This design comes from an exercise in tuning for a short achievable clock period on the open sky130 flow, not from production work.
Function was not checked in any run shown here: the RTL went through the layout flow alone.
No run shown here takes its clock network from TritonCTS; it comes from the design's own scripts or RTL.
The clock input has no modelled driver; a real chip could not lean on it and would need a root buffer or a full tree.
Power and IR drop assume default switching activity.

## flow/design.v (module list and top-level ports; edited modules follow where they fit)
// module fft_4: 2096 lines
// module f4c_g_0001: 3 lines
// module f4c_g_0001_c: 3 lines
// module f4c_g_0101: 3 lines
// module f4c_g_1010: 3 lines
// module f4c_g_1110: 3 lines
// module f4c_inv: 3 lines
// module f4c_maj_011: 3 lines
// module f4c_maj_101: 3 lines
// module f4c_maj_110: 3 lines
// module f4c_maj_111: 3 lines
// module f4c_nand_00: 3 lines
// module f4c_nand_01: 3 lines
// module f4c_nand_10: 3 lines
// module f4c_nand_10_c: 3 lines
// module f4c_nand_11: 3 lines
// module f4c_nor_00: 3 lines
// module f4c_nor_01: 3 lines
// module f4c_nor_10: 3 lines
// module f4c_nor_11: 3 lines
// module f4c_p_001: 3 lines
// module f4c_p_001_c: 3 lines
// module f4c_p_110: 3 lines
// module f4c_xor: 3 lines
// module f4c_xor_c: 3 lines
module fft_4(
        input               clk,
        input               rst_n,
        input wire signed [15:0]  x0_real,
        input wire signed [15:0]  x0_imag,
        input wire signed [15:0]  x1_real,
        input wire signed [15:0]  x1_imag,
        input wire signed [15:0]  x2_real,
        input wire signed [15:0]  x2_imag,
        input wire signed [15:0]  x3_real,
        input wire signed [15:0]  x3_imag,
        output reg signed [15:0]  X0_real,
        output reg signed [15:0]  X0_imag,
        output reg signed [15:0]  X1_real,
        output reg signed [15:0]  X1_imag,
        output reg signed [15:0]  X2_real,
        output reg signed [15:0]  X2_imag,
        output reg signed [15:0]  X3_real,
        output reg signed [15:0]  X3_imag
    );
  // ...
==> flow/flow/run.sh <==
#!/bin/bash
# Own layout flow: the standard flow, except that output flip-flops are
# placed next to their output buffers and the clock tree is a hand-built
# two-level inverter tree (flow/clock_tree.tcl) instead of TritonCTS's.
# Ports are buffered with buf_4 (which timing repair may resize) rather
# than the delay cell buffer_ports picks by default.
set -euo pipefail
here=$PWD
export MY_CLK_LEAVES=${MY_CLK_LEAVES:-0}
export MY_CLK_PER_LEAF=${MY_CLK_PER_LEAF:-24}
export MY_CLK_TOP=${MY_CLK_TOP:-4}
export MY_CLK_TOP_CELL=${MY_CLK_TOP_CELL:-sky130_fd_sc_hd__clkinv_16}
export MY_CLK_LEAF_CELL=${MY_CLK_LEAF_CELL:-sky130_fd_sc_hd__clkinv_16}
bash standard.sh synth > log_synth.txt 2>&1
bash standard.sh PRE_DETAIL_PLACE_TCL=$here/flow/pre_dp.tcl "BUFFER_PORTS_ARGS=-buffer_cell sky130_fd_sc_hd__buf_4" place > log_place.txt 2>&1
# a copy of the ORFS scripts whose cts.tcl builds our own tree
rm -rf myscripts; cp -r $FLOW_HOME/scripts myscripts
sed -i "s#log_cmd clock_tree_synthesis {\*}\$cts_args#source $here/flow/clock_tree.tcl#" myscripts/cts.tcl
grep -q "flow/clock_tree.tcl" myscripts/cts.tcl
sed -n 's/^make -C \(.*\) "\${@:-finish}"$/\1/p' standard.sh > make_args.txt
eval "make -C $(cat make_args.txt) SCRIPTS_DIR=$here/myscripts do-4_1_cts do-4_cts" > log_cts.txt 2>&1
bash standard.sh > log_finish.txt 2>&1
==> flow/flow/clock_tree.tcl <==
# Two-level clock tree in place of clock_tree_synthesis. The clock port
# drives NTOP top cells, each of which drives its share of K leaf cells;
# each leaf drives a cluster of flip-flops. With inverters at both levels
# the flip-flops see the clock in its own polarity. Clusters are made by
# k-means with equal cluster sizes, so every flip-flop sees the same tree.
set K $::env(MY_CLK_LEAVES)
set NTOP $::env(MY_CLK_TOP)
set block [ord::get_db_block]
set db [ord::get_db]
set top_master [$db findMaster $::env(MY_CLK_TOP_CELL)]
set leaf_master [$db findMaster $::env(MY_CLK_LEAF_CELL)]
set clk_net [[$block findBTerm clk] getNet]

# balanced k-means: returns {assign cxs cys}
proc bal_kmeans {xs ys K} {
  set n [llength $xs]
  set cap [expr {($n + $K - 1) / $K}]
  set order [lsort -real -indices $xs]
  set cxs {}; set cys {}
  # initial centres: a grid over the bounding box
  set xmin [::tcl::mathfunc::min {*}$xs]; set xmax [::tcl::mathfunc::max {*}$xs]
  set ymin [::tcl::mathfunc::min {*}$ys]; set ymax [::tcl::mathfunc::max {*}$ys]
  set gx [expr {int(ceil(sqrt($K)))}]
  set gy [expr {int(ceil(double($K) / $gx))}]
  for {set k 0} {$k < $K} {incr k} {
    set ix [expr {$k % $gx}]; set iy [expr {$k / $gx}]
    lappend cxs [expr {$xmin + ($ix + 0.5) * ($xmax - $xmin) / $gx}]
    lappend cys [expr {$ymin + ($iy + 0.5) * ($ymax - $ymin) / $gy}]
  }
  set assign [lrepeat $n 0]
  for {set iter 0} {$iter < 30} {incr iter} {
    # order points by how much they lose if not given their nearest centre
    set keyed {}
    for {set i 0} {$i < $n} {incr i} {
      set x [lindex $xs $i]; set y [lindex $ys $i]
      set ds {}
      for {set k 0} {$k < $K} {incr k} {
        lappend ds [expr {abs($x - [lindex $cxs $k]) + abs($y - [lindex $cys $k])}]
      }
      set s [lsort -real $ds]
      lappend keyed [list $i [expr {[lindex $s end] - [lindex $s 0]}] $ds]
    }
    set used [lrepeat $K 0]
    foreach e [lsort -real -decreasing -index 1 $keyed] {
      lassign $e i regret ds
      set best -1; set bd 1e30
      for {set k 0} {$k < $K} {incr k} {
        if {[lindex $used $k] >= $cap} { continue }
        if {[lindex $ds $k] < $bd} { set bd [lindex $ds $k]; set best $k }
      }
      lset assign $i $best
      lset used $best [expr {[lindex $used $best] + 1}]
    }
    set sx [lrepeat $K 0.0]; set sy [lrepeat $K 0.0]; set sc [lrepeat $K 0]
    for {set i 0} {$i < $n} {incr i} {
      set k [lindex $assign $i]
      lset sx $k [expr {[lindex $sx $k] + [lindex $xs $i]}]
      lset sy $k [expr {[lindex $sy $k] + [lindex $ys $i]}]
      lset sc $k [expr {[lindex $sc $k] + 1}]
    }
    for {set k 0} {$k < $K} {incr k} {
      if {[lindex $sc $k] > 0} {
        lset cxs $k [expr {[lindex $sx $k] / [lindex $sc $k]}]
        lset cys $k [expr {[lindex $sy $k] / [lindex $sc $k]}]
      }
    }
  }
  puts "clock_tree: cluster sizes $sc"
  return [list $assign $cxs $cys]
}

proc add_buf {master name x y in_net out_name} {
  global block
  set b [odb::dbInst_create $block $master $name]
  $b setLocation [expr {int($x)}] [expr {int($y)}]
  $b setPlacementStatus PLACED
  set net [odb::dbNet_create $block $out_name]
  $net setSigType CLOCK
  foreach it [$b getITerms] {
    set mt [$it getMTerm]
    if {[$mt getName] eq "A"} { $it connect $in_net }
    if {[$mt getName] eq "X" || [$mt getName] eq "Y"} { $it connect $net }
  }
  return $net
}

set sinks {}
foreach it [$clk_net getITerms] { lappend sinks $it }
set n [llength $sinks]
if {$K <= 0} { set K [expr {($n + $::env(MY_CLK_PER_LEAF) - 1) / $::env(MY_CLK_PER_LEAF)}] }
puts "clock_tree: $n sinks, $K leaves, $NTOP top cells"
set xs {}; set ys {}
foreach it $sinks {
  set bb [[$it getInst] getBBox]
  lappend xs [expr {([$bb xMin] + [$bb xMax]) / 2.0}]
  lappend ys [expr {([$bb yMin] + [$bb yMax]) / 2.0}]
}
lassign [bal_kmeans $xs $ys $K] assign cxs cys
lassign [bal_kmeans $cxs $cys $NTOP] tassign tcxs tcys

foreach it $sinks { $it disconnect }
set top_nets {}
for {set t 0} {$t < $NTOP} {incr t} {
  lappend top_nets [add_buf $top_master clktop_$t [lindex $tcxs $t] [lindex $tcys $t] $clk_net clknet_top_$t]
}
set leaf_nets {}
for {set k 0} {$k < $K} {incr k} {
  lappend leaf_nets [add_buf $leaf_master clkleaf_$k [lindex $cxs $k] [lindex $cys $k] \
    [lindex $top_nets [lindex $tassign $k]] clknet_leaf_$k]
}
for {set i 0} {$i < $n} {incr i} {
  [lindex $sinks $i] connect [lindex $leaf_nets [lindex $assign $i]]
}
$clk_net setSigType CLOCK
set_propagated_clock [all_clocks]
==> flow/flow/pre_dp.tcl <==
# Before detailed placement: put each output port's flip-flop right next to
# the port's output buffer, so the flop's Q drives a short wire.
set block [ord::get_db_block]
set moved 0
foreach bterm [$block getBTerms] {
  if { [$bterm getIoType] ne "OUTPUT" } { continue }
  set net [$bterm getNet]
  if { $net eq "NULL" } { continue }
  set buf ""
  foreach it [$net getITerms] {
    if { [$it isOutputSignal] } { set buf [$it getInst] }
  }
  if { $buf eq "" } { continue }
  set ff ""
  foreach it [$buf getITerms] {
    if { [$it isInputSignal] } {
      set n2 [$it getNet]
      foreach it2 [$n2 getITerms] {
        if { [$it2 isOutputSignal] } { set ff [$it2 getInst] }
      }
    }
  }
  if { $ff eq "" } { continue }
  if { ![string match "*DFF*" [[$ff getMaster] getName]] && ![string match "*df*" [[$ff getMaster] getName]] } { continue }
  set bb [$buf getBBox]
  set bx [expr {([$bb xMin] + [$bb xMax]) / 2}]
  set by [expr {([$bb yMin] + [$bb yMax]) / 2}]
  # step from the buffer toward the core centre
  set core [$block getCoreArea]
  set cx [expr {([$core xMin] + [$core xMax]) / 2}]
  set cy [expr {([$core yMin] + [$core yMax]) / 2}]
  set dx [expr {$cx - $bx}]
  set dy [expr {$cy - $by}]
  set d [expr {sqrt($dx*$dx + $dy*$dy)}]
  if { $d < 1 } { set d 1 }
  set step 6000
  set nx [expr {int($bx + $dx / $d * $step)}]
  set ny [expr {int($by + $dy / $d * $step)}]
  $ff setLocation $nx $ny
  incr moved
}
puts "pre_dp: moved $moved output flops next to their buffers"
==> flow/standard.sh <==
#!/bin/bash
# synth_recipe.tcl (not shown) runs the flow's synth.tcl, then flattens the netlist and writes it again
# the make line also repeats each setting of config.mk as NAME=value (left out here)
make -C /OpenROAD-flow-scripts/flow DESIGN_CONFIG=/design/flow/config.mk WORK_HOME=/design/flow/orfs CLKGATE_MAP_FILE= SYNTH_SCRIPT=/design/flow/synth_recipe.tcl "${@:-finish}"
==> flow/config.mk <==
export PLATFORM = sky130hd
export DESIGN_NAME = fft_4
export DESIGN_NICKNAME = fft_4
export VERILOG_FILES = /design/flow/design.v
export SDC_FILE = /design/flow/constraint.sdc
export NUM_CORES = 4
export LEC_CHECK = 0
export CAP_MARGIN = 20
export CORE_MARGIN = 2
export CORE_UTILIZATION = 40
export SETUP_SLACK_MARGIN = 2.0
export SLEW_MARGIN = 20
export SYNTH_HIERARCHICAL = 1
==> flow/constraint.sdc <==
create_clock -name core_clock -period 3.5 [get_ports {clk}]
set_input_delay 0.7000 -clock core_clock [delete_from_list [all_inputs] [get_ports {clk}]]
set_output_delay 0.7000 -clock core_clock [all_outputs]
set_load 0.01 [all_outputs]
==> results_dict.tcl, run 1 <==
set metrics [dict create \
    leakagePower_nw 18.6 \
    grt_pass1_vias 21000 \
    drt-total-wl_um 88600 \
    synth-compound-area-share 0.0804 \
    rows 104 \
    placedCellCount 4142 \
    netlist_instances 2802 \
    maxClockFrequency_mhz 648 \
    vias 19800 \
    ys_seq_area_frac 0.529 \
    wl_per_cell_um 20.6 \
    status "finished clean" \
    avgSynthCellArea_sq_um 11.6 \
    crit_arrival_ns 0.84 \
    wl_met1_um 40200 \
    pin_count 258 \
    cp_top_family "flip-flops" \
    tap_cells 1060 \
    vdd_drop_max_uv 580 \
    synth_top_family_by_area "XOR/XNOR gates" \
    r2r_cells 4 \
    area_growth_pct 22.5 \
    cp.required_ns 2.80 \
    grt_use_total 0.211 \
    drv_cap 0 \
    synthMuxAreaShare 0 \
    crit_path_max_fanout 1 \
    via_per_inst 4.61 \
    synthAdderAreaFrac 0.0804 \
    yosys-top-cells-area "dfrtp_1, xor2_1, maj3_2" \
    drc 0 \
    slowest_stage "dfrtp_1" \
]
==> inputs of run 2 (changes only) <==
--- a/flow/design.v
+++ b/flow/design.v
@@ -32,8 +32,8 @@
 reg [14:0] c1_X3_imag;    
 reg [15:0] da_x3_real;    
 reg [15:0] da_x3_imag;    
-reg [15:0] db_x3_real;    
 reg [15:0] db_x3_imag;    
+reg [15:0] db_x3_real;    
 reg [15:0] X0_real_x;    
 reg [14:0] X0_real_g;    
 reg [12:0] X0_real_p;    
@@ -662,51 +662,51 @@
     f4c_p_001 u960(.ph(n907), .pl(n905), .p(n959));
     f4c_xor_c u962(.a(n737), .b(n733), .y(n961));
     f4c_nand_10_c u964(.a(n737), .b(n733), .y(n963));
-    f4c_xor u966(.a(s1_x0_real_x1_real_x2_real[0]), .b(db_x3_real[0]), .y(n965));
-    f4c_nor_00 u968(.a(s1_x0_real_x1_real_x2_real[0]), .b(db_x3_real[0]), .y(n967));
-    f4c_xor u970(.a(c1_X2_real[0]), .b(db_x3_real[1]), .y(n969));
+    f4c_xor u966(.a(s1_x0_real_x1_real_x2_real[0]), .b(da_x3_real[0]), .y(n965));
+    f4c_nor_00 u968(.a(s1_x0_real_x1_real_x2_real[0]), .b(da_x3_real[0]), .y(n967));
+    f4c_xor u970(.a(c1_X2_real[0]), .b(da_x3_real[1]), .y(n969));
     f4c_xor u972(.a(s1_x0_real_x1_real_x2_real[1]), .b(n969), .y(n971));
-    f4c_maj_101 u974(.a(s1_x0_real_x1_real_x2_real[1]), .b(c1_X2_real[0]), .c(db_x3_real[1]), .y(n973));
-    f4c_xor u976(.a(c1_X2_real[1]), .b(db_x3_real[2]), .y(n975));
+    f4c_maj_101 u974(.a(s1_x0_real_x1_real_x2_real[1]), .b(c1_X2_real[0]), .c(da_x3_real[1]), .y(n973));
+    f4c_xor u976(.a(c1_X2_real[1]), .b(da_x3_real[2]), .y(n975));
     f4c_xor u978(.a(s1_x0_real_x1_real_x2_real[2]), .b(n975), .y(n977));
-    f4c_maj_101 u980(.a(s1_x0_real_x1_real_x2_real[2]), .b(c1_X2_real[1]), .c(db_x3_real[2]), .y(n979));
-    f4c_xor u982(.a(c1_X2_real[2]), .b(db_x3_real[3]), .y(n981));
+    f4c_maj_101 u980(.a(s1_x0_real_x1_real_x2_real[2]), .b(c1_X2_real[1]), .c(da_x3_real[2]), .y(n979));
+    f4c_xor u982(.a(c1_X2_real[2]), .b(da_x3_real[3]), .y(n981));
     f4c_xor u984(.a(s1_x0_real_x1_real_x2_real[3]), .b(n981), .y(n983));
-    f4c_maj_101 u986(.a(s1_x0_real_x1_real_x2_real[3]), .b(c1_X2_real[2]), .c(db_x3_real[3]), .y(n985));
-    f4c_xor u988(.a(c1_X2_real[3]), .b(db_x3_real[4]), .y(n987));
+    f4c_maj_101 u986(.a(s1_x0_real_x1_real_x2_real[3]), .b(c1_X2_real[2]), .c(da_x3_real[3]), .y(n985));
+    f4c_xor u988(.a(c1_X2_real[3]), .b(da_x3_real[4]), .y(n987));
     f4c_xor u990(.a(s1_x0_real_x1_real_x2_real[4]), .b(n987), .y(n989));
-    f4c_maj_101 u992(.a(s1_x0_real_x1_real_x2_real[4]), .b(c1_X2_real[3]), .c(db_x3_real[4]), .y(n991));
-    f4c_xor u994(.a(c1_X2_real[4]), .b(db_x3_real[5]), .y(n993));
+    f4c_maj_101 u992(.a(s1_x0_real_x1_real_x2_real[4]), .b(c1_X2_real[3]), .c(da_x3_real[4]), .y(n991));
+    f4c_xor u994(.a(c1_X2_real[4]), .b(da_x3_real[5]), .y(n993));
     f4c_xor u996(.a(s1_x0_real_x1_real_x2_real[5]), .b(n993), .y(n995));
-    f4c_maj_101 u998(.a(s1_x0_real_x1_real_x2_real[5]), .b(c1_X2_real[4]), .c(db_x3_real[5]), .y(n997));
-    f4c_xor u1000(.a(c1_X2_real[5]), .b(db_x3_real[6]), .y(n999));
+    f4c_maj_101 u998(.a(s1_x0_real_x1_real_x2_real[5]), .b(c1_X2_real[4]), .c(da_x3_real[5]), .y(n997));
+    f4c_xor u1000(.a(c1_X2_real[5]), .b(da_x3_real[6]), .y(n999));
     f4c_xor u1002(.a(s1_x0_real_x1_real_x2_real[6]), .b(n999), .y(n1001));
-    f4c_maj_101 u1004(.a(s1_x0_real_x1_real_x2_real[6]), .b(c1_X2_real[5]), .c(db_x3_real[6]), .y(n1003));
-    f4c_xor u1006(.a(c1_X2_real[6]), .b(db_x3_real[7]), .y(n1005));
+    f4c_maj_101 u1004(.a(s1_x0_real_x1_real_x2_real[6]), .b(c1_X2_real[5]), .c(da_x3_real[6]), .y(n1003));
+    f4c_xor u1006(.a(c1_X2_real[6]), .b(da_x3_real[7]), .y(n1005));
     f4c_xor u1008(.a(s1_x0_real_x1_real_x2_real[7]), .b(n1005), .y(n1007));
-    f4c_maj_101 u1010(.a(s1_x0_real_x1_real_x2_real[7]), .b(c1_X2_real[6]), .c(db_x3_real[7]), .y(n1009));
-    f4c_xor u1012(.a(c1_X2_real[7]), .b(db_x3_real[8]), .y(n1011));
+    f4c_maj_101 u1010(.a(s1_x0_real_x1_real_x2_real[7]), .b(c1_X2_real[6]), .c(da_x3_real[7]), .y(n1009));
+    f4c_xor u1012(.a(c1_X2_real[7]), .b(da_x3_real[8]), .y(n1011));
     f4c_xor u1014(.a(s1_x0_real_x1_real_x2_real[8]), .b(n1011), .y(n1013));
-    f4c_maj_101 u1016(.a(s1_x0_real_x1_real_x2_real[8]), .b(c1_X2_real[7]), .c(db_x3_real[8]), .y(n1015));
-    f4c_xor u1018(.a(c1_X2_real[8]), .b(db_x3_real[9]), .y(n1017));
+    f4c_maj_101 u1016(.a(s1_x0_real_x1_real_x2_real[8]), .b(c1_X2_real[7]), .c(da_x3_real[8]), .y(n1015));
+    f4c_xor u1018(.a(c1_X2_real[8]), .b(da_x3_real[9]), .y(n1017));
     f4c_xor u1020(.a(s1_x0_real_x1_real_x2_real[9]), .b(n1017), .y(n1019));
-    f4c_maj_101 u1022(.a(s1_x0_real_x1_real_x2_real[9]), .b(c1_X2_real[8]), .c(db_x3_real[9]), .y(n1021));
-    f4c_xor u1024(.a(c1_X2_real[9]), .b(db_x3_real[10]), .y(n1023));
+    f4c_maj_101 u1022(.a(s1_x0_real_x1_real_x2_real[9]), .b(c1_X2_real[8]), .c(da_x3_real[9]), .y(n1021));
+    f4c_xor u1024(.a(c1_X2_real[9]), .b(da_x3_real[10]), .y(n1023));
     f4c_xor u1026(.a(s1_x0_real_x1_real_x2_real[10]), .b(n1023), .y(n1025));
-    f4c_maj_101 u1028(.a(s1_x0_real_x1_real_x2_real[10]), .b(c1_X2_real[9]), .c(db_x3_real[10]), .y(n1027));
-    f4c_xor u1030(.a(c1_X2_real[10]), .b(db_x3_real[11]), .y(n1029));
+    f4c_maj_101 u1028(.a(s1_x0_real_x1_real_x2_real[10]), .b(c1_X2_real[9]), .c(da_x3_real[10]), .y(n1027));
+    f4c_xor u1030(.a(c1_X2_real[10]), .b(da_x3_real[11]), .y(n1029));
     f4c_xor u1032(.a(s1_x0_real_x1_real_x2_real[11]), .b(n1029), .y(n1031));
-    f4c_maj_101 u1034(.a(s1_x0_real_x1_real_x2_real[11]), .b(c1_X2_real[10]), .c(db_x3_real[11]), .y(n1033));
-    f4c_xor u1036(.a(c1_X2_real[11]), .b(db_x3_real[12]), .y(n1035));
+    f4c_maj_101 u1034(.a(s1_x0_real_x1_real_x2_real[11]), .b(c1_X2_real[10]), .c(da_x3_real[11]), .y(n1033));
+    f4c_xor u1036(.a(c1_X2_real[11]), .b(da_x3_real[12]), .y(n1035));
     f4c_xor u1038(.a(s1_x0_real_x1_real_x2_real[12]), .b(n1035), .y(n1037));
-    f4c_maj_101 u1040(.a(s1_x0_real_x1_real_x2_real[12]), .b(c1_X2_real[11]), .c(db_x3_real[12]), .y(n1039));
-    f4c_xor u1042(.a(c1_X2_real[12]), .b(db_x3_real[13]), .y(n1041));
+    f4c_maj_101 u1040(.a(s1_x0_real_x1_real_x2_real[12]), .b(c1_X2_real[11]), .c(da_x3_real[12]), .y(n1039));
+    f4c_xor u1042(.a(c1_X2_real[12]), .b(da_x3_real[13]), .y(n1041));
     f4c_xor u1044(.a(s1_x0_real_x1_real_x2_real[13]), .b(n1041), .y(n1043));
-    f4c_maj_101 u1046(.a(s1_x0_real_x1_real_x2_real[13]), .b(c1_X2_real[12]), .c(db_x3_real[13]), .y(n1045));
-    f4c_xor u1048(.a(c1_X2_real[13]), .b(db_x3_real[14]), .y(n1047));
+    f4c_maj_101 u1046(.a(s1_x0_real_x1_real_x2_real[13]), .b(c1_X2_real[12]), .c(da_x3_real[13]), .y(n1045));
+    f4c_xor u1048(.a(c1_X2_real[13]), .b(da_x3_real[14]), .y(n1047));
     f4c_xor u1050(.a(s1_x0_real_x1_real_x2_real[14]), .b(n1047), .y(n1049));
-    f4c_maj_101 u1052(.a(s1_x0_real_x1_real_x2_real[14]), .b(c1_X2_real[13]), .c(db_x3_real[14]), .y(n1051));
-    f4c_xor u1054(.a(c1_X2_real[14]), .b(db_x3_real[15]), .y(n1053));
+    f4c_maj_101 u1052(.a(s1_x0_real_x1_real_x2_real[14]), .b(c1_X2_real[13]), .c(da_x3_real[14]), .y(n1051));
+    f4c_xor u1054(.a(c1_X2_real[14]), .b(da_x3_real[15]), .y(n1053));
     f4c_xor u1056(.a(s1_x0_real_x1_real_x2_real[15]), .b(n1053), .y(n1055));
     f4c_xor u1058(.a(n971), .b(n967), .y(n1057));
     f4c_xor u1060(.a(n977), .b(n973), .y(n1059));
@@ -792,51 +792,51 @@
     f4c_p_001_c u1220(.ph(n1137), .pl(n1135), .p(n1219));
     f4c_p_001_c u1222(.ph(n1139), .pl(n1137), .p(n1221));
     f4c_p_001_c u1224(.ph(n1141), .pl(n1139), .p(n1223));
-    f4c_xor u1226(.a(s1_x0_imag_x1_imag_x2_imag[0]), .b(db_x3_imag[0]), .y(n1225));
-    f4c_nor_00 u1228(.a(s1_x0_imag_x1_imag_x2_imag[0]), .b(db_x3_imag[0]), .y(n1227));
-    f4c_xor u1230(.a(c1_X2_imag[0]), .b(db_x3_imag[1]), .y(n1229));
+    f4c_xor u1226(.a(s1_x0_imag_x1_imag_x2_imag[0]), .b(da_x3_imag[0]), .y(n1225));
+    f4c_nor_00 u1228(.a(s1_x0_imag_x1_imag_x2_imag[0]), .b(da_x3_imag[0]), .y(n1227));
+    f4c_xor u1230(.a(c1_X2_imag[0]), .b(da_x3_imag[1]), .y(n1229));
     f4c_xor u1232(.a(s1_x0_imag_x1_imag_x2_imag[1]), .b(n1229), .y(n1231));
-    f4c_maj_101 u1234(.a(s1_x0_imag_x1_imag_x2_imag[1]), .b(c1_X2_imag[0]), .c(db_x3_imag[1]), .y(n1233));
-    f4c_xor u1236(.a(c1_X2_imag[1]), .b(db_x3_imag[2]), .y(n1235));
+    f4c_maj_101 u1234(.a(s1_x0_imag_x1_imag_x2_imag[1]), .b(c1_X2_imag[0]), .c(da_x3_imag[1]), .y(n1233));
+    f4c_xor u1236(.a(c1_X2_imag[1]), .b(da_x3_imag[2]), .y(n1235));
     f4c_xor u1238(.a(s1_x0_imag_x1_imag_x2_imag[2]), .b(n1235), .y(n1237));
-    f4c_maj_101 u1240(.a(s1_x0_imag_x1_imag_x2_imag[2]), .b(c1_X2_imag[1]), .c(db_x3_imag[2]), .y(n1239));
-    f4c_xor u1242(.a(c1_X2_imag[2]), .b(db_x3_imag[3]), .y(n1241));
+    f4c_maj_101 u1240(.a(s1_x0_imag_x1_imag_x2_imag[2]), .b(c1_X2_imag[1]), .c(da_x3_imag[2]), .y(n1239));
+    f4c_xor u1242(.a(c1_X2_imag[2]), .b(da_x3_imag[3]), .y(n1241));
     f4c_xor u1244(.a(s1_x0_imag_x1_imag_x2_imag[3]), .b(n1241), .y(n1243));
-    f4c_maj_101 u1246(.a(s1_x0_imag_x1_imag_x2_imag[3]), .b(c1_X2_imag[2]), .c(db_x3_imag[3]), .y(n1245));
-    f4c_xor u1248(.a(c1_X2_imag[3]), .b(db_x3_imag[4]), .y(n1247));
+    f4c_maj_101 u1246(.a(s1_x0_imag_x1_imag_x2_imag[3]), .b(c1_X2_imag[2]), .c(da_x3_imag[3]), .y(n1245));
+    f4c_xor u1248(.a(c1_X2_imag[3]), .b(da_x3_imag[4]), .y(n1247));
     f4c_xor u1250(.a(s1_x0_imag_x1_imag_x2_imag[4]), .b(n1247), .y(n1249));
-    f4c_maj_101 u1252(.a(s1_x0_imag_x1_imag_x2_imag[4]), .b(c1_X2_imag[3]), .c(db_x3_imag[4]), .y(n1251));
-    f4c_xor u1254(.a(c1_X2_imag[4]), .b(db_x3_imag[5]), .y(n1253));
+    f4c_maj_101 u1252(.a(s1_x0_imag_x1_imag_x2_imag[4]), .b(c1_X2_imag[3]), .c(da_x3_imag[4]), .y(n1251));
+    f4c_xor u1254(.a(c1_X2_imag[4]), .b(da_x3_imag[5]), .y(n1253));
     f4c_xor u1256(.a(s1_x0_imag_x1_imag_x2_imag[5]), .b(n1253), .y(n1255));
-    f4c_maj_101 u1258(.a(s1_x0_imag_x1_imag_x2_imag[5]), .b(c1_X2_imag[4]), .c(db_x3_imag[5]), .y(n1257));
-    f4c_xor u1260(.a(c1_X2_imag[5]), .b(db_x3_imag[6]), .y(n1259));
+    f4c_maj_101 u1258(.a(s1_x0_imag_x1_imag_x2_imag[5]), .b(c1_X2_imag[4]), .c(da_x3_imag[5]), .y(n1257));
+    f4c_xor u1260(.a(c1_X2_imag[5]), .b(da_x3_imag[6]), .y(n1259));
     f4c_xor u1262(.a(s1_x0_imag_x1_imag_x2_imag[6]), .b(n1259), .y(n1261));
-    f4c_maj_101 u1264(.a(s1_x0_imag_x1_imag_x2_imag[6]), .b(c1_X2_imag[5]), .c(db_x3_imag[6]), .y(n1263));
-    f4c_xor u1266(.a(c1_X2_imag[6]), .b(db_x3_imag[7]), .y(n1265));
+    f4c_maj_101 u1264(.a(s1_x0_imag_x1_imag_x2_imag[6]), .b(c1_X2_imag[5]), .c(da_x3_imag[6]), .y(n1263));
+    f4c_xor u1266(.a(c1_X2_imag[6]), .b(da_x3_imag[7]), .y(n1265));
     f4c_xor u1268(.a(s1_x0_imag_x1_imag_x2_imag[7]), .b(n1265), .y(n1267));
-    f4c_maj_101 u1270(.a(s1_x0_imag_x1_imag_x2_imag[7]), .b(c1_X2_imag[6]), .c(db_x3_imag[7]), .y(n1269));
-    f4c_xor u1272(.a(c1_X2_imag[7]), .b(db_x3_imag[8]), .y(n1271));
+    f4c_maj_101 u1270(.a(s1_x0_imag_x1_imag_x2_imag[7]), .b(c1_X2_imag[6]), .c(da_x3_imag[7]), .y(n1269));
+    f4c_xor u1272(.a(c1_X2_imag[7]), .b(da_x3_imag[8]), .y(n1271));
     f4c_xor u1274(.a(s1_x0_imag_x1_imag_x2_imag[8]), .b(n1271), .y(n1273));
-    f4c_maj_101 u1276(.a(s1_x0_imag_x1_imag_x2_imag[8]), .b(c1_X2_imag[7]), .c(db_x3_imag[8]), .y(n1275));
-    f4c_xor u1278(.a(c1_X2_imag[8]), .b(db_x3_imag[9]), .y(n1277));
+    f4c_maj_101 u1276(.a(s1_x0_imag_x1_imag_x2_imag[8]), .b(c1_X2_imag[7]), .c(da_x3_imag[8]), .y(n1275));
+    f4c_xor u1278(.a(c1_X2_imag[8]), .b(da_x3_imag[9]), .y(n1277));
     f4c_xor u1280(.a(s1_x0_imag_x1_imag_x2_imag[9]), .b(n1277), .y(n1279));
-    f4c_maj_101 u1282(.a(s1_x0_imag_x1_imag_x2_imag[9]), .b(c1_X2_imag[8]), .c(db_x3_imag[9]), .y(n1281));
-    f4c_xor u1284(.a(c1_X2_imag[9]), .b(db_x3_imag[10]), .y(n1283));
+    f4c_maj_101 u1282(.a(s1_x0_imag_x1_imag_x2_imag[9]), .b(c1_X2_imag[8]), .c(da_x3_imag[9]), .y(n1281));
+    f4c_xor u1284(.a(c1_X2_imag[9]), .b(da_x3_imag[10]), .y(n1283));
     f4c_xor u1286(.a(s1_x0_imag_x1_imag_x2_imag[10]), .b(n1283), .y(n1285));
-    f4c_maj_101 u1288(.a(s1_x0_imag_x1_imag_x2_imag[10]), .b(c1_X2_imag[9]), .c(db_x3_imag[10]), .y(n1287));
-    f4c_xor u1290(.a(c1_X2_imag[10]), .b(db_x3_imag[11]), .y(n1289));
+    f4c_maj_101 u1288(.a(s1_x0_imag_x1_imag_x2_imag[10]), .b(c1_X2_imag[9]), .c(da_x3_imag[10]), .y(n1287));
+    f4c_xor u1290(.a(c1_X2_imag[10]), .b(da_x3_imag[11]), .y(n1289));
     f4c_xor u1292(.a(s1_x0_imag_x1_imag_x2_imag[11]), .b(n1289), .y(n1291));
-    f4c_maj_101 u1294(.a(s1_x0_imag_x1_imag_x2_imag[11]), .b(c1_X2_imag[10]), .c(db_x3_imag[11]), .y(n1293));
-    f4c_xor u1296(.a(c1_X2_imag[11]), .b(db_x3_imag[12]), .y(n1295));
+    f4c_maj_101 u1294(.a(s1_x0_imag_x1_imag_x2_imag[11]), .b(c1_X2_imag[10]), .c(da_x3_imag[11]), .y(n1293));
+    f4c_xor u1296(.a(c1_X2_imag[11]), .b(da_x3_imag[12]), .y(n1295));
     f4c_xor u1298(.a(s1_x0_imag_x1_imag_x2_imag[12]), .b(n1295), .y(n1297));
-    f4c_maj_101 u1300(.a(s1_x0_imag_x1_imag_x2_imag[12]), .b(c1_X2_imag[11]), .c(db_x3_imag[12]), .y(n1299));
-    f4c_xor u1302(.a(c1_X2_imag[12]), .b(db_x3_imag[13]), .y(n1301));
+    f4c_maj_101 u1300(.a(s1_x0_imag_x1_imag_x2_imag[12]), .b(c1_X2_imag[11]), .c(da_x3_imag[12]), .y(n1299));
+    f4c_xor u1302(.a(c1_X2_imag[12]), .b(da_x3_imag[13]), .y(n1301));
     f4c_xor u1304(.a(s1_x0_imag_x1_imag_x2_imag[13]), .b(n1301), .y(n1303));
-    f4c_maj_101 u1306(.a(s1_x0_imag_x1_imag_x2_imag[13]), .b(c1_X2_imag[12]), .c(db_x3_imag[13]), .y(n1305));
-    f4c_xor u1308(.a(c1_X2_imag[13]), .b(db_x3_imag[14]), .y(n1307));
+    f4c_maj_101 u1306(.a(s1_x0_imag_x1_imag_x2_imag[13]), .b(c1_X2_imag[12]), .c(da_x3_imag[13]), .y(n1305));
+    f4c_xor u1308(.a(c1_X2_imag[13]), .b(da_x3_imag[14]), .y(n1307));
     f4c_xor u1310(.a(s1_x0_imag_x1_imag_x2_imag[14]), .b(n1307), .y(n1309));
-    f4c_maj_101 u1312(.a(s1_x0_imag_x1_imag_x2_imag[14]), .b(c1_X2_imag[13]), .c(db_x3_imag[14]), .y(n1311));
-    f4c_xor u1314(.a(c1_X2_imag[14]), .b(db_x3_imag[15]), .y(n1313));
+    f4c_maj_101 u1312(.a(s1_x0_imag_x1_imag_x2_imag[14]), .b(c1_X2_imag[13]), .c(da_x3_imag[14]), .y(n1311));
+    f4c_xor u1314(.a(c1_X2_imag[14]), .b(da_x3_imag[15]), .y(n1313));
     f4c_xor u1316(.a(s1_x0_imag_x1_imag_x2_imag[15]), .b(n1313), .y(n1315));
     f4c_xor u1318(.a(n1231), .b(n1227), .y(n1317));
     f4c_xor u1320(.a(n1237), .b(n1233), .y(n1319));
@@ -922,51 +922,51 @@
     f4c_p_001_c u1480(.ph(n1397), .pl(n1395), .p(n1479));
     f4c_p_001_c u1482(.ph(n1399), .pl(n1397), .p(n1481));
     f4c_p_001_c u1484(.ph(n1401), .pl(n1399), .p(n1483));
-    f4c_xor u1486(.a(s1_x0_real_x1_real_x2_imag[0]), .b(da_x3_imag[0]), .y(n1485));
-    f4c_nor_00 u1488(.a(s1_x0_real_x1_real_x2_imag[0]), .b(da_x3_imag[0]), .y(n1487));
-    f4c_xor u1490(.a(c1_X1_real[0]), .b(da_x3_imag[1]), .y(n1489));
+    f4c_xor u1486(.a(s1_x0_real_x1_real_x2_imag[0]), .b(db_x3_imag[0]), .y(n1485));
+    f4c_nor_00 u1488(.a(s1_x0_real_x1_real_x2_imag[0]), .b(db_x3_imag[0]), .y(n1487));
+    f4c_xor u1490(.a(c1_X1_real[0]), .b(db_x3_imag[1]), .y(n1489));
     f4c_xor u1492(.a(s1_x0_real_x1_real_x2_imag[1]), .b(n1489), .y(n1491));
-    f4c_maj_101 u1494(.a(s1_x0_real_x1_real_x2_imag[1]), .b(c1_X1_real[0]), .c(da_x3_imag[1]), .y(n1493));
-    f4c_xor u1496(.a(c1_X1_real[1]), .b(da_x3_imag[2]), .y(n1495));
+    f4c_maj_101 u1494(.a(s1_x0_real_x1_real_x2_imag[1]), .b(c1_X1_real[0]), .c(db_x3_imag[1]), .y(n1493));
+    f4c_xor u1496(.a(c1_X1_real[1]), .b(db_x3_imag[2]), .y(n1495));
     f4c_xor u1498(.a(s1_x0_real_x1_real_x2_imag[2]), .b(n1495), .y(n1497));
-    f4c_maj_101 u1500(.a(s1_x0_real_x1_real_x2_imag[2]), .b(c1_X1_real[1]), .c(da_x3_imag[2]), .y(n1499));
-    f4c_xor u1502(.a(c1_X1_real[2]), .b(da_x3_imag[3]), .y(n1501));
+    f4c_maj_101 u1500(.a(s1_x0_real_x1_real_x2_imag[2]), .b(c1_X1_real[1]), .c(db_x3_imag[2]), .y(n1499));
+    f4c_xor u1502(.a(c1_X1_real[2]), .b(db_x3_imag[3]), .y(n1501));
     f4c_xor u1504(.a(s1_x0_real_x1_real_x2_imag[3]), .b(n1501), .y(n1503));
-    f4c_maj_101 u1506(.a(s1_x0_real_x1_real_x2_imag[3]), .b(c1_X1_real[2]), .c(da_x3_imag[3]), .y(n1505));
-    f4c_xor u1508(.a(c1_X1_real[3]), .b(da_x3_imag[4]), .y(n1507));
+    f4c_maj_101 u1506(.a(s1_x0_real_x1_real_x2_imag[3]), .b(c1_X1_real[2]), .c(db_x3_imag[3]), .y(n1505));
+    f4c_xor u1508(.a(c1_X1_real[3]), .b(db_x3_imag[4]), .y(n1507));
     f4c_xor u1510(.a(s1_x0_real_x1_real_x2_imag[4]), .b(n1507), .y(n1509));
-    f4c_maj_101 u1512(.a(s1_x0_real_x1_real_x2_imag[4]), .b(c1_X1_real[3]), .c(da_x3_imag[4]), .y(n1511));
-    f4c_xor u1514(.a(c1_X1_real[4]), .b(da_x3_imag[5]), .y(n1513));
+    f4c_maj_101 u1512(.a(s1_x0_real_x1_real_x2_imag[4]), .b(c1_X1_real[3]), .c(db_x3_imag[4]), .y(n1511));
+    f4c_xor u1514(.a(c1_X1_real[4]), .b(db_x3_imag[5]), .y(n1513));
     f4c_xor u1516(.a(s1_x0_real_x1_real_x2_imag[5]), .b(n1513), .y(n1515));
-    f4c_maj_101 u1518(.a(s1_x0_real_x1_real_x2_imag[5]), .b(c1_X1_real[4]), .c(da_x3_imag[5]), .y(n1517));
-    f4c_xor u1520(.a(c1_X1_real[5]), .b(da_x3_imag[6]), .y(n1519));
+    f4c_maj_101 u1518(.a(s1_x0_real_x1_real_x2_imag[5]), .b(c1_X1_real[4]), .c(db_x3_imag[5]), .y(n1517));
+    f4c_xor u1520(.a(c1_X1_real[5]), .b(db_x3_imag[6]), .y(n1519));
     f4c_xor u1522(.a(s1_x0_real_x1_real_x2_imag[6]), .b(n1519), .y(n1521));
-    f4c_maj_101 u1524(.a(s1_x0_real_x1_real_x2_imag[6]), .b(c1_X1_real[5]), .c(da_x3_imag[6]), .y(n1523));
-    f4c_xor u1526(.a(c1_X1_real[6]), .b(da_x3_imag[7]), .y(n1525));
+    f4c_maj_101 u1524(.a(s1_x0_real_x1_real_x2_imag[6]), .b(c1_X1_real[5]), .c(db_x3_imag[6]), .y(n1523));
+    f4c_xor u1526(.a(c1_X1_real[6]), .b(db_x3_imag[7]), .y(n1525));
     f4c_xor u1528(.a(s1_x0_real_x1_real_x2_imag[7]), .b(n1525), .y(n1527));
-    f4c_maj_101 u1530(.a(s1_x0_real_x1_real_x2_imag[7]), .b(c1_X1_real[6]), .c(da_x3_imag[7]), .y(n1529));
-    f4c_xor u1532(.a(c1_X1_real[7]), .b(da_x3_imag[8]), .y(n1531));
+    f4c_maj_101 u1530(.a(s1_x0_real_x1_real_x2_imag[7]), .b(c1_X1_real[6]), .c(db_x3_imag[7]), .y(n1529));
+    f4c_xor u1532(.a(c1_X1_real[7]), .b(db_x3_imag[8]), .y(n1531));
     f4c_xor u1534(.a(s1_x0_real_x1_real_x2_imag[8]), .b(n1531), .y(n1533));
-    f4c_maj_101 u1536(.a(s1_x0_real_x1_real_x2_imag[8]), .b(c1_X1_real[7]), .c(da_x3_imag[8]), .y(n1535));
-    f4c_xor u1538(.a(c1_X1_real[8]), .b(da_x3_imag[9]), .y(n1537));
+    f4c_maj_101 u1536(.a(s1_x0_real_x1_real_x2_imag[8]), .b(c1_X1_real[7]), .c(db_x3_imag[8]), .y(n1535));
+    f4c_xor u1538(.a(c1_X1_real[8]), .b(db_x3_imag[9]), .y(n1537));
     f4c_xor u1540(.a(s1_x0_real_x1_real_x2_imag[9]), .b(n1537), .y(n1539));
-    f4c_maj_101 u1542(.a(s1_x0_real_x1_real_x2_imag[9]), .b(c1_X1_real[8]), .c(da_x3_imag[9]), .y(n1541));
-    f4c_xor u1544(.a(c1_X1_real[9]), .b(da_x3_imag[10]), .y(n1543));
+    f4c_maj_101 u1542(.a(s1_x0_real_x1_real_x2_imag[9]), .b(c1_X1_real[8]), .c(db_x3_imag[9]), .y(n1541));
+    f4c_xor u1544(.a(c1_X1_real[9]), .b(db_x3_imag[10]), .y(n1543));
     f4c_xor u1546(.a(s1_x0_real_x1_real_x2_imag[10]), .b(n1543), .y(n1545));
-    f4c_maj_101 u1548(.a(s1_x0_real_x1_real_x2_imag[10]), .b(c1_X1_real[9]), .c(da_x3_imag[10]), .y(n1547));
-    f4c_xor u1550(.a(c1_X1_real[10]), .b(da_x3_imag[11]), .y(n1549));
+    f4c_maj_101 u1548(.a(s1_x0_real_x1_real_x2_imag[10]), .b(c1_X1_real[9]), .c(db_x3_imag[10]), .y(n1547));
+    f4c_xor u1550(.a(c1_X1_real[10]), .b(db_x3_imag[11]), .y(n1549));
     f4c_xor u1552(.a(s1_x0_real_x1_real_x2_imag[11]), .b(n1549), .y(n1551));
-    f4c_maj_101 u1554(.a(s1_x0_real_x1_real_x2_imag[11]), .b(c1_X1_real[10]), .c(da_x3_imag[11]), .y(n1553));
-    f4c_xor u1556(.a(c1_X1_real[11]), .b(da_x3_imag[12]), .y(n1555));
+    f4c_maj_101 u1554(.a(s1_x0_real_x1_real_x2_imag[11]), .b(c1_X1_real[10]), .c(db_x3_imag[11]), .y(n1553));
+    f4c_xor u1556(.a(c1_X1_real[11]), .b(db_x3_imag[12]), .y(n1555));
     f4c_xor u1558(.a(s1_x0_real_x1_real_x2_imag[12]), .b(n1555), .y(n1557));
-    f4c_maj_101 u1560(.a(s1_x0_real_x1_real_x2_imag[12]), .b(c1_X1_real[11]), .c(da_x3_imag[12]), .y(n1559));
-    f4c_xor u1562(.a(c1_X1_real[12]), .b(da_x3_imag[13]), .y(n1561));
+    f4c_maj_101 u1560(.a(s1_x0_real_x1_real_x2_imag[12]), .b(c1_X1_real[11]), .c(db_x3_imag[12]), .y(n1559));
+    f4c_xor u1562(.a(c1_X1_real[12]), .b(db_x3_imag[13]), .y(n1561));
     f4c_xor u1564(.a(s1_x0_real_x1_real_x2_imag[13]), .b(n1561), .y(n1563));
-    f4c_maj_101 u1566(.a(s1_x0_real_x1_real_x2_imag[13]), .b(c1_X1_real[12]), .c(da_x3_imag[13]), .y(n1565));
-    f4c_xor u1568(.a(c1_X1_real[13]), .b(da_x3_imag[14]), .y(n1567));
+    f4c_maj_101 u1566(.a(s1_x0_real_x1_real_x2_imag[13]), .b(c1_X1_real[12]), .c(db_x3_imag[13]), .y(n1565));
+    f4c_xor u1568(.a(c1_X1_real[13]), .b(db_x3_imag[14]), .y(n1567));
     f4c_xor u1570(.a(s1_x0_real_x1_real_x2_imag[14]), .b(n1567), .y(n1569));
-    f4c_maj_101 u1572(.a(s1_x0_real_x1_real_x2_imag[14]), .b(c1_X1_real[13]), .c(da_x3_imag[14]), .y(n1571));
-    f4c_xor u1574(.a(c1_X1_real[14]), .b(da_x3_imag[15]), .y(n1573));
+    f4c_maj_101 u1572(.a(s1_x0_real_x1_real_x2_imag[14]), .b(c1_X1_real[13]), .c(db_x3_imag[14]), .y(n1571));
+    f4c_xor u1574(.a(c1_X1_real[14]), .b(db_x3_imag[15]), .y(n1573));
     f4c_xor u1576(.a(s1_x0_real_x1_real_x2_imag[15]), .b(n1573), .y(n1575));
     f4c_xor u1578(.a(n1491), .b(n1487), .y(n1577));
     f4c_xor u1580(.a(n1497), .b(n1493), .y(n1579));
@@ -1183,51 +1183,51 @@
     f4c_p_001_c u2002(.ph(n1917), .pl(n1915), .p(n2001));
     f4c_p_001_c u2004(.ph(n1919), .pl(n1917), .p(n2003));
     f4c_p_001_c u2006(.ph(n1921), .pl(n1919), .p(n2005));
-    f4c_xor u2008(.a(s1_x0_real_x1_real_x2_imag[0]), .b(da_x3_imag[0]), .y(n2007));
-    f4c_nor_11 u2010(.a(s1_x0_real_x1_real_x2_imag[0]), .b(da_x3_imag[0]), .y(n2009));
-    f4c_xor u2012(.a(c1_X3_real[0]), .b(da_x3_imag[1]), .y(n2011));
+    f4c_xor u2008(.a(s1_x0_real_x1_real_x2_imag[0]), .b(db_x3_imag[0]), .y(n2007));
+    f4c_nor_11 u2010(.a(s1_x0_real_x1_real_x2_imag[0]), .b(db_x3_imag[0]), .y(n2009));
+    f4c_xor u2012(.a(c1_X3_real[0]), .b(db_x3_imag[1]), .y(n2011));
     f4c_xor u2014(.a(s1_x0_real_x1_real_x2_imag[1]), .b(n2011), .y(n2013));
-    f4c_maj_101 u2016(.a(s1_x0_real_x1_real_x2_imag[1]), .b(c1_X3_real[0]), .c(da_x3_imag[1]), .y(n2015));
-    f4c_xor u2018(.a(c1_X3_real[1]), .b(da_x3_imag[2]), .y(n2017));
+    f4c_maj_101 u2016(.a(s1_x0_real_x1_real_x2_imag[1]), .b(c1_X3_real[0]), .c(db_x3_imag[1]), .y(n2015));
+    f4c_xor u2018(.a(c1_X3_real[1]), .b(db_x3_imag[2]), .y(n2017));
     f4c_xor u2020(.a(s1_x0_real_x1_real_x2_imag[2]), .b(n2017), .y(n2019));
-    f4c_maj_101 u2022(.a(s1_x0_real_x1_real_x2_imag[2]), .b(c1_X3_real[1]), .c(da_x3_imag[2]), .y(n2021));
-    f4c_xor u2024(.a(c1_X3_real[2]), .b(da_x3_imag[3]), .y(n2023));
+    f4c_maj_101 u2022(.a(s1_x0_real_x1_real_x2_imag[2]), .b(c1_X3_real[1]), .c(db_x3_imag[2]), .y(n2021));
+    f4c_xor u2024(.a(c1_X3_real[2]), .b(db_x3_imag[3]), .y(n2023));
     f4c_xor u2026(.a(s1_x0_real_x1_real_x2_imag[3]), .b(n2023), .y(n2025));
-    f4c_maj_101 u2028(.a(s1_x0_real_x1_real_x2_imag[3]), .b(c1_X3_real[2]), .c(da_x3_imag[3]), .y(n2027));
-    f4c_xor u2030(.a(c1_X3_real[3]), .b(da_x3_imag[4]), .y(n2029));
+    f4c_maj_101 u2028(.a(s1_x0_real_x1_real_x2_imag[3]), .b(c1_X3_real[2]), .c(db_x3_imag[3]), .y(n2027));
+    f4c_xor u2030(.a(c1_X3_real[3]), .b(db_x3_imag[4]), .y(n2029));
     f4c_xor u2032(.a(s1_x0_real_x1_real_x2_imag[4]), .b(n2029), .y(n2031));
-    f4c_maj_101 u2034(.a(s1_x0_real_x1_real_x2_imag[4]), .b(c1_X3_real[3]), .c(da_x3_imag[4]), .y(n2033));
-    f4c_xor u2036(.a(c1_X3_real[4]), .b(da_x3_imag[5]), .y(n2035));
+    f4c_maj_101 u2034(.a(s1_x0_real_x1_real_x2_imag[4]), .b(c1_X3_real[3]), .c(db_x3_imag[4]), .y(n2033));
+    f4c_xor u2036(.a(c1_X3_real[4]), .b(db_x3_imag[5]), .y(n2035));
     f4c_xor u2038(.a(s1_x0_real_x1_real_x2_imag[5]), .b(n2035), .y(n2037));
-    f4c_maj_101 u2040(.a(s1_x0_real_x1_real_x2_imag[5]), .b(c1_X3_real[4]), .c(da_x3_imag[5]), .y(n2039));
-    f4c_xor u2042(.a(c1_X3_real[5]), .b(da_x3_imag[6]), .y(n2041));
+    f4c_maj_101 u2040(.a(s1_x0_real_x1_real_x2_imag[5]), .b(c1_X3_real[4]), .c(db_x3_imag[5]), .y(n2039));
+    f4c_xor u2042(.a(c1_X3_real[5]), .b(db_x3_imag[6]), .y(n2041));
     f4c_xor u2044(.a(s1_x0_real_x1_real_x2_imag[6]), .b(n2041), .y(n2043));
-    f4c_maj_101 u2046(.a(s1_x0_real_x1_real_x2_imag[6]), .b(c1_X3_real[5]), .c(da_x3_imag[6]), .y(n2045));
-    f4c_xor u2048(.a(c1_X3_real[6]), .b(da_x3_imag[7]), .y(n2047));
+    f4c_maj_101 u2046(.a(s1_x0_real_x1_real_x2_imag[6]), .b(c1_X3_real[5]), .c(db_x3_imag[6]), .y(n2045));
+    f4c_xor u2048(.a(c1_X3_real[6]), .b(db_x3_imag[7]), .y(n2047));
     f4c_xor u2050(.a(s1_x0_real_x1_real_x2_imag[7]), .b(n2047), .y(n2049));
-    f4c_maj_101 u2052(.a(s1_x0_real_x1_real_x2_imag[7]), .b(c1_X3_real[6]), .c(da_x3_imag[7]), .y(n2051));
-    f4c_xor u2054(.a(c1_X3_real[7]), .b(da_x3_imag[8]), .y(n2053));
+    f4c_maj_101 u2052(.a(s1_x0_real_x1_real_x2_imag[7]), .b(c1_X3_real[6]), .c(db_x3_imag[7]), .y(n2051));
+    f4c_xor u2054(.a(c1_X3_real[7]), .b(db_x3_imag[8]), .y(n2053));
     f4c_xor u2056(.a(s1_x0_real_x1_real_x2_imag[8]), .b(n2053), .y(n2055));
-    f4c_maj_101 u2058(.a(s1_x0_real_x1_real_x2_imag[8]), .b(c1_X3_real[7]), .c(da_x3_imag[8]), .y(n2057));
-    f4c_xor u2060(.a(c1_X3_real[8]), .b(da_x3_imag[9]), .y(n2059));
+    f4c_maj_101 u2058(.a(s1_x0_real_x1_real_x2_imag[8]), .b(c1_X3_real[7]), .c(db_x3_imag[8]), .y(n2057));
+    f4c_xor u2060(.a(c1_X3_real[8]), .b(db_x3_imag[9]), .y(n2059));
     f4c_xor u2062(.a(s1_x0_real_x1_real_x2_imag[9]), .b(n2059), .y(n2061));
-    f4c_maj_101 u2064(.a(s1_x0_real_x1_real_x2_imag[9]), .b(c1_X3_real[8]), .c(da_x3_imag[9]), .y(n2063));
-    f4c_xor u2066(.a(c1_X3_real[9]), .b(da_x3_imag[10]), .y(n2065));
+    f4c_maj_101 u2064(.a(s1_x0_real_x1_real_x2_imag[9]), .b(c1_X3_real[8]), .c(db_x3_imag[9]), .y(n2063));
+    f4c_xor u2066(.a(c1_X3_real[9]), .b(db_x3_imag[10]), .y(n2065));
     f4c_xor u2068(.a(s1_x0_real_x1_real_x2_imag[10]), .b(n2065), .y(n2067));
-    f4c_maj_101 u2070(.a(s1_x0_real_x1_real_x2_imag[10]), .b(c1_X3_real[9]), .c(da_x3_imag[10]), .y(n2069));
-    f4c_xor u2072(.a(c1_X3_real[10]), .b(da_x3_imag[11]), .y(n2071));
+    f4c_maj_101 u2070(.a(s1_x0_real_x1_real_x2_imag[10]), .b(c1_X3_real[9]), .c(db_x3_imag[10]), .y(n2069));
+    f4c_xor u2072(.a(c1_X3_real[10]), .b(db_x3_imag[11]), .y(n2071));
     f4c_xor u2074(.a(s1_x0_real_x1_real_x2_imag[11]), .b(n2071), .y(n2073));
-    f4c_maj_101 u2076(.a(s1_x0_real_x1_real_x2_imag[11]), .b(c1_X3_real[10]), .c(da_x3_imag[11]), .y(n2075));
-    f4c_xor u2078(.a(c1_X3_real[11]), .b(da_x3_imag[12]), .y(n2077));
+    f4c_maj_101 u2076(.a(s1_x0_real_x1_real_x2_imag[11]), .b(c1_X3_real[10]), .c(db_x3_imag[11]), .y(n2075));
+    f4c_xor u2078(.a(c1_X3_real[11]), .b(db_x3_imag[12]), .y(n2077));
     f4c_xor u2080(.a(s1_x0_real_x1_real_x2_imag[12]), .b(n2077), .y(n2079));
-    f4c_maj_101 u2082(.a(s1_x0_real_x1_real_x2_imag[12]), .b(c1_X3_real[11]), .c(da_x3_imag[12]), .y(n2081));
-    f4c_xor u2084(.a(c1_X3_real[12]), .b(da_x3_imag[13]), .y(n2083));
+    f4c_maj_101 u2082(.a(s1_x0_real_x1_real_x2_imag[12]), .b(c1_X3_real[11]), .c(db_x3_imag[12]), .y(n2081));
+    f4c_xor u2084(.a(c1_X3_real[12]), .b(db_x3_imag[13]), .y(n2083));
     f4c_xor u2086(.a(s1_x0_real_x1_real_x2_imag[13]), .b(n2083), .y(n2085));
-    f4c_maj_101 u2088(.a(s1_x0_real_x1_real_x2_imag[13]), .b(c1_X3_real[12]), .c(da_x3_imag[13]), .y(n2087));
-    f4c_xor u2090(.a(c1_X3_real[13]), .b(da_x3_imag[14]), .y(n2089));
+    f4c_maj_101 u2088(.a(s1_x0_real_x1_real_x2_imag[13]), .b(c1_X3_real[12]), .c(db_x3_imag[13]), .y(n2087));
+    f4c_xor u2090(.a(c1_X3_real[13]), .b(db_x3_imag[14]), .y(n2089));
     f4c_xor u2092(.a(s1_x0_real_x1_real_x2_imag[14]), .b(n2089), .y(n2091));
-    f4c_maj_101 u2094(.a(s1_x0_real_x1_real_x2_imag[14]), .b(c1_X3_real[13]), .c(da_x3_imag[14]), .y(n2093));
-    f4c_xor u2096(.a(c1_X3_real[14]), .b(da_x3_imag[15]), .y(n2095));
+    f4c_maj_101 u2094(.a(s1_x0_real_x1_real_x2_imag[14]), .b(c1_X3_real[13]), .c(db_x3_imag[14]), .y(n2093));
+    f4c_xor u2096(.a(c1_X3_real[14]), .b(db_x3_imag[15]), .y(n2095));
     f4c_xor u2098(.a(s1_x0_real_x1_real_x2_imag[15]), .b(n2095), .y(n2097));
     f4c_xor u2100(.a(n2013), .b(n2009), .y(n2099));
     f4c_xor u2102(.a(n2019), .b(n2015), .y(n2101));
@@ -2008,8 +2008,8 @@
         c1_X3_imag <= 15'b000000000000000;
         da_x3_real <= 16'b0000000000000000;
         da_x3_imag <= 16'b0000000000000000;
-        db_x3_real <= 16'b0000000000000000;
         db_x3_imag <= 16'b0000000000000000;
+        db_x3_real <= 16'b0000000000000000;
         X0_real_x <= 16'b0000000000000000;
         X0_real_g <= 15'b000000000000000;
         X0_real_p <= 13'b0000000000000;
@@ -2057,8 +2057,8 @@
         c1_X3_imag <= {n495, n493, n491, n489, n487, n485, n483, n481, n479, n477, n475, n473, n471, n469, n467};
         da_x3_real <= {x3_real[15], x3_real[14], x3_real[13], x3_real[12], x3_real[11], x3_real[10], x3_real[9], x3_real[8], x3_real[7], x3_real[6], x3_real[5], x3_real[4], x3_real[3], x3_real[2], x3_real[1], x3_real[0]};
         da_x3_imag <= {x3_imag[15], x3_imag[14], x3_imag[13], x3_imag[12], x3_imag[11], x3_imag[10], x3_imag[9], x3_imag[8], x3_imag[7], x3_imag[6], x3_imag[5], x3_imag[4], x3_imag[3], x3_imag[2], x3_imag[1], x3_imag[0]};
-        db_x3_real <= {x3_real[15], x3_real[14], x3_real[13], x3_real[12], x3_real[11], x3_real[10], x3_real[9], x3_real[8], x3_real[7], x3_real[6], x3_real[5], x3_real[4], x3_real[3], x3_real[2], x3_real[1], x3_real[0]};
         db_x3_imag <= {x3_imag[15], x3_imag[14], x3_imag[13], x3_imag[12], x3_imag[11], x3_imag[10], x3_imag[9], x3_imag[8], x3_imag[7], x3_imag[6], x3_imag[5], x3_imag[4], x3_imag[3], x3_imag[2], x3_imag[1], x3_imag[0]};
+        db_x3_real <= {x3_real[15], x3_real[14], x3_real[13], x3_real[12], x3_real[11], x3_real[10], x3_real[9], x3_real[8], x3_real[7], x3_real[6], x3_real[5], x3_real[4], x3_real[3], x3_real[2], x3_real[1], x3_real[0]};
         X0_real_x <= {n617, n615, n613, n611, n609, n607, n605, n603, n601, n599, n597, n595, n593, n591, n727, n497};
         X0_real_g <= {n723, n719, n715, n711, n707, n703, n699, n695, n691, n687, n683, n679, n675, n729, 1'b0};
         X0_real_p <= {n725, n721, n717, n713, n709, n705, n701, n697, n693, n689, n685, n681, n677};
--- a/flow/flow/run.sh
+++ b/flow/flow/run.sh
@@ -7,10 +7,10 @@
 set -euo pipefail
 here=$PWD
 export MY_CLK_LEAVES=${MY_CLK_LEAVES:-0}
-export MY_CLK_PER_LEAF=${MY_CLK_PER_LEAF:-24}
+export MY_CLK_PER_LEAF=${MY_CLK_PER_LEAF:-18}
 export MY_CLK_TOP=${MY_CLK_TOP:-4}
 export MY_CLK_TOP_CELL=${MY_CLK_TOP_CELL:-sky130_fd_sc_hd__clkinv_16}
-export MY_CLK_LEAF_CELL=${MY_CLK_LEAF_CELL:-sky130_fd_sc_hd__clkinv_16}
+export MY_CLK_LEAF_CELL=${MY_CLK_LEAF_CELL:-sky130_fd_sc_hd__clkinv_8}
 bash standard.sh synth > log_synth.txt 2>&1
 bash standard.sh PRE_DETAIL_PLACE_TCL=$here/flow/pre_dp.tcl "BUFFER_PORTS_ARGS=-buffer_cell sky130_fd_sc_hd__buf_4" place > log_place.txt 2>&1
 # a copy of the ORFS scripts whose cts.tcl builds our own tree
==> results_dict.tcl, run 2 <==
set metrics [dict create \
    pwr-share-seq 0.471 \
    layout_common_cells "dfrtp_1, xor2_1, inv_1, buf_4, maj3_2" \
    critPathCapture "X2_real_p[4]$_DFF_PN0_" \
    die_h_um 289 \
    vdd_drop_max_uv 459 \
    combinationalPowerShare 0.393 \
    drc 0 \
    drive_gt1_frac 0.363 \
    worst_pin_slew_ns 0.876 \
    drv_slew 0 \
    vias 19900 \
    die-area_sq_mm 0.0835 \
    pin_count 258 \
    io_buffer_count 257 \
    placed_area_sq_mm 0.0360 \
    finalCriticalPeriod_ns 1.53 \
    ys_ff_latch 686 \
    yosys-top-cells-count "dfrtp_1, xor2_1, inv_1, maj3_2, a21oi_2" \
    grt_max_degree 80 \
    worstSetupPathType "reg -> reg" \
    netlist_instances 2802 \
    ys.flop_type "dfrtp_1" \
    syn-num-nets 2932 \
    layout_setup_ws_ns 1.97 \
    status "finished clean" \
    async_flop_share 1.00 \
    leakagePower_nw 18.5 \
    synth.distinct_cells 15 \
    wl_per_cell_um 20.7 \
    synth_area_leader_cell "dfrtp_1" \
    r2r_start "da_x3_real[4]$_DFF_PN0_" \
    clock_latency_ns 0.29 \
    cp.required_ns 3.66 \
    setup_viol 0 \
    avgSynthCellArea_sq_um 11.6 \
    min_path_type "reg -> reg" \
    worst_setup_path_start_kind "register" \
    ys_seq_area_frac 0.529 \
    grt_use_total 0.213 \
    drt-total-wl_um 89300 \
    yosys-top-cells-area "dfrtp_1, xor2_1, maj3_2" \
    tns_ns 0 \
    dp_hpwl_um 70200 \
    gp_congestion 0.877 \
    first_pass_iters 5 \
    die_w_um 289 \
    cts.clk_slew.worst_paths_ns 0.09 \
    nNetsFinal 3374 \
    r2r_cells 4 \
    synth_top_area_frac 0.529 \
    via_per_inst 4.62 \
    slew-limit-headroom 0.416 \
    crit_start "da_x3_real[4]$_DFF_PN0_" \
    ys.warnings.count 7 \
    rsz0062_at_grt "yes" \
    synth.most_common_cell "dfrtp_1" \
    ff2ff_setup_slack_ns 1.97 \
    crit_path_max_fanout 8 \
    internal_power_mw 15.6 \
    antenna_found_initial 23 \
    p_clk_frac 0.136 \
    crit_arrival_ns 1.69 \
    initial_core_util 0.404 \
    area_growth_pct 21.3 \
    fillers 7172 \
    mostFrequentLayoutCell "dfrtp_1" \
    hold-path-cell-count 0 \
    drt_iter0_markers 1093 \
    clock_skew_ns 0.0325 \
    core-area_sq_mm 0.0804 \
    drv_cap 0 \
    worstReg2RegEnd "X2_real_p[4]$_DFF_PN0_" \
    ant_nets 0 \
    pre_cts_slack_ns 1.63 \
    grt_pass1_wl_um 133000 \
    p_switching_mw 10.7 \
    grt_overflow 0 \
    hold_buffers 0 \
    switching_share 0.407 \
    design_area_sq_mm 0.0394 \
    maxClockFrequency_mhz 652 \
    post-route-period-util 0.438 \
    netlist_area_sq_mm 0.0325 \
    power_density_mw_per_mm2 669 \
    synth_edf_count 0 \
    grt_pass1_vias 21100 \
    worstSetupEndpointType "register" \
    finalHoldViolCount 0 \
    rows 104 \
]
==> run 2: cell counts after synthesis <==
Identical to the previous run, type by type.
==> run 2: cell families (layout without fill, tap and decap cells) <==
kind of cell	Yosys count	in the layout	synth area share
fa+ha+maj	232	232	0.0804
other cells	0	5	0
simple gates	474	474	0.0938
buf+inv	444	884	0.0513
compound gates	352	352	0.0804
xor+xnor	614	614	0.166
flops	686	686	0.529
==> run 2: Yosys stat by module, one instance, submodules excluded, a selection <==
module | copies in the design | cell area, sq um | cells | flip-flops and latches
f4c_g_0001_c | 6 | 7.51 | 1 | 0
f4c_nand_01 | 26 | 6.26 | 1 | 0
f4c_nand_00 | 2 | 6.26 | 1 | 0
f4c_g_0001 | 124 | 5.00 | 1 | 0
f4c_maj_011 | 30 | 15.0 | 2 | 0
f4c_p_110 | 62 | 3.75 | 1 | 0
f4c_nor_10 | 56 | 13.8 | 1 | 0
f4c_g_1010 | 120 | 12.5 | 2 | 0
f4c_p_001 | 102 | 3.75 | 1 | 0
f4c_g_0101 | 66 | 12.5 | 2 | 0
f4c_nand_10 | 58 | 6.26 | 1 | 0
==> run 2: worst min-delay path by stage <==
stage	from	end	slack [ns]
2_1_floorplan	X0_imag_x[0]$_DFF_PN0_	X0_imag[0]$_DFF_PN0_	0.33
3_3_place_gp	X0_imag_x[0]$_DFF_PN0_	X0_imag[0]$_DFF_PN0_	0.33
3_5_place_dp	X0_imag_x[0]$_DFF_PN0_	X0_imag[0]$_DFF_PN0_	0.33
4_1_cts	X0_imag_x[0]$_DFF_PN0_	X0_imag[0]$_DFF_PN0_	0.35
5_1_grt	X0_imag_x[0]$_DFF_PN0_	X0_imag[0]$_DFF_PN0_	0.37
6_report	X0_imag_x[0]$_DFF_PN0_	X0_imag[0]$_DFF_PN0_	0.35
==> run 2: layout make-up <==
type / count / area (sq um) / share of cell area
Tap cell: 1060 / 1330 / 0.0337
Timing Repair Buffer: 397 / 3550 / 0.0903
Sequential cell: 686 / 17200 / 0.437
Multi-Input combinational cell: 1672 / 14900 / 0.377
Antenna cell: 5 / 12.5 / 0.000318
Inverter: 487 / 2420 / 0.0615
==> run 2: power by group through the flow <==
| stage | Clock [mW] | Combinational [mW] | Sequential, mW |
|---|---|---|---|
| finish | 3.59 | 10.3 | 12.4 |
| CTS | 3.75 | 9.98 | 12.3 |
| floorplan | 0 | 5.40 | 12.1 |
| detailed placement | 0 | 9.37 | 12.3 |
| global placement | 0 | 9.22 | 12.3 |
| global route | 4.03 | 11.3 | 12.7 |
==> run 2: timing repair <==
action,4_1_cts,5_1_grt
setup endpoints to repair,322,305
setup buffers,41,76
resized for setup,177,150
pin swaps,28,94
cloned,0,0
endpoints found under the hold margin,0,0
==> run 2: layer usage <==
layer | up-vias | part of all wire | GRT usage
met5 | - | 0.0020 | 0
met2 | 355 | 0.47 | 0.347
met4 | 28 | 0.024 | 0.0436
met3 | 115 | 0.050 | 0.0364
li1 | 9413 | - | -
met1 | 9997 | 0.45 | 0.299
==> run 2: worst max-delay path: stages (launching register included) <==
cell and delay (ns):
dfrtp_2 0.52, buf_4 0.17, maj3_2 0.33, nor2b_4 0.15, or2_1 0.24
==> run 2: through the flow <==
| step | instances | util | hold WS [ns] | total power, mW |
|---|---|---|---|---|
| 2_1_floorplan | 2802 | - | 0.331 | 17.5 |
| 3_3_place_gp | 4142 | 0.448 | 0.334 | 21.6 |
| 5_1_grt | 4305 | 0.490 | 0.371 | 28.0 |
| 3_5_place_dp | 4142 | 0.448 | 0.335 | 21.7 |
| 4_1_cts | 4226 | 0.472 | 0.353 | 26.0 |
| 6_report | 4307 | 0.490 | 0.351 | 26.3 |

re-timing with driven ports:
In the flow no input, the clock included, has a driving cell. The finished layouts below were timed again as built, in two steps. Step 1 sets driving cells, clkbuf_16 on the clock port and buf_2 on the other inputs (assumed; they add their load-dependent delay and slew). Step 2 moves the port delays by t, midway between the first and last clock arrival at a register: inputs arrive t later, outputs are due t later. That takes back most of the time a late clock gives input paths. Three values: ideal, step 1, step 2; two values: the first two.
| run | shift t [ns] | setup WS [ns] | worst setup path after step 2 | worst slew at a driven data input, ns |
|---|---|---|---|---|
| run 1 | 0.577 | 1.958 / 1.690 / 1.779 | input, reset recovery | 0.14 |
| run 2 | 0.543 | 1.967 / 1.703 / 1.785 | input, reset recovery | 0.14 |
After both steps every run listed still meets setup and hold. For run 2, which loses most, drivers alone change the setup slack by -0.264 ns; drivers and shift together by -0.182 ns. The worst setup slack also covers recovery checks on asynchronous resets.
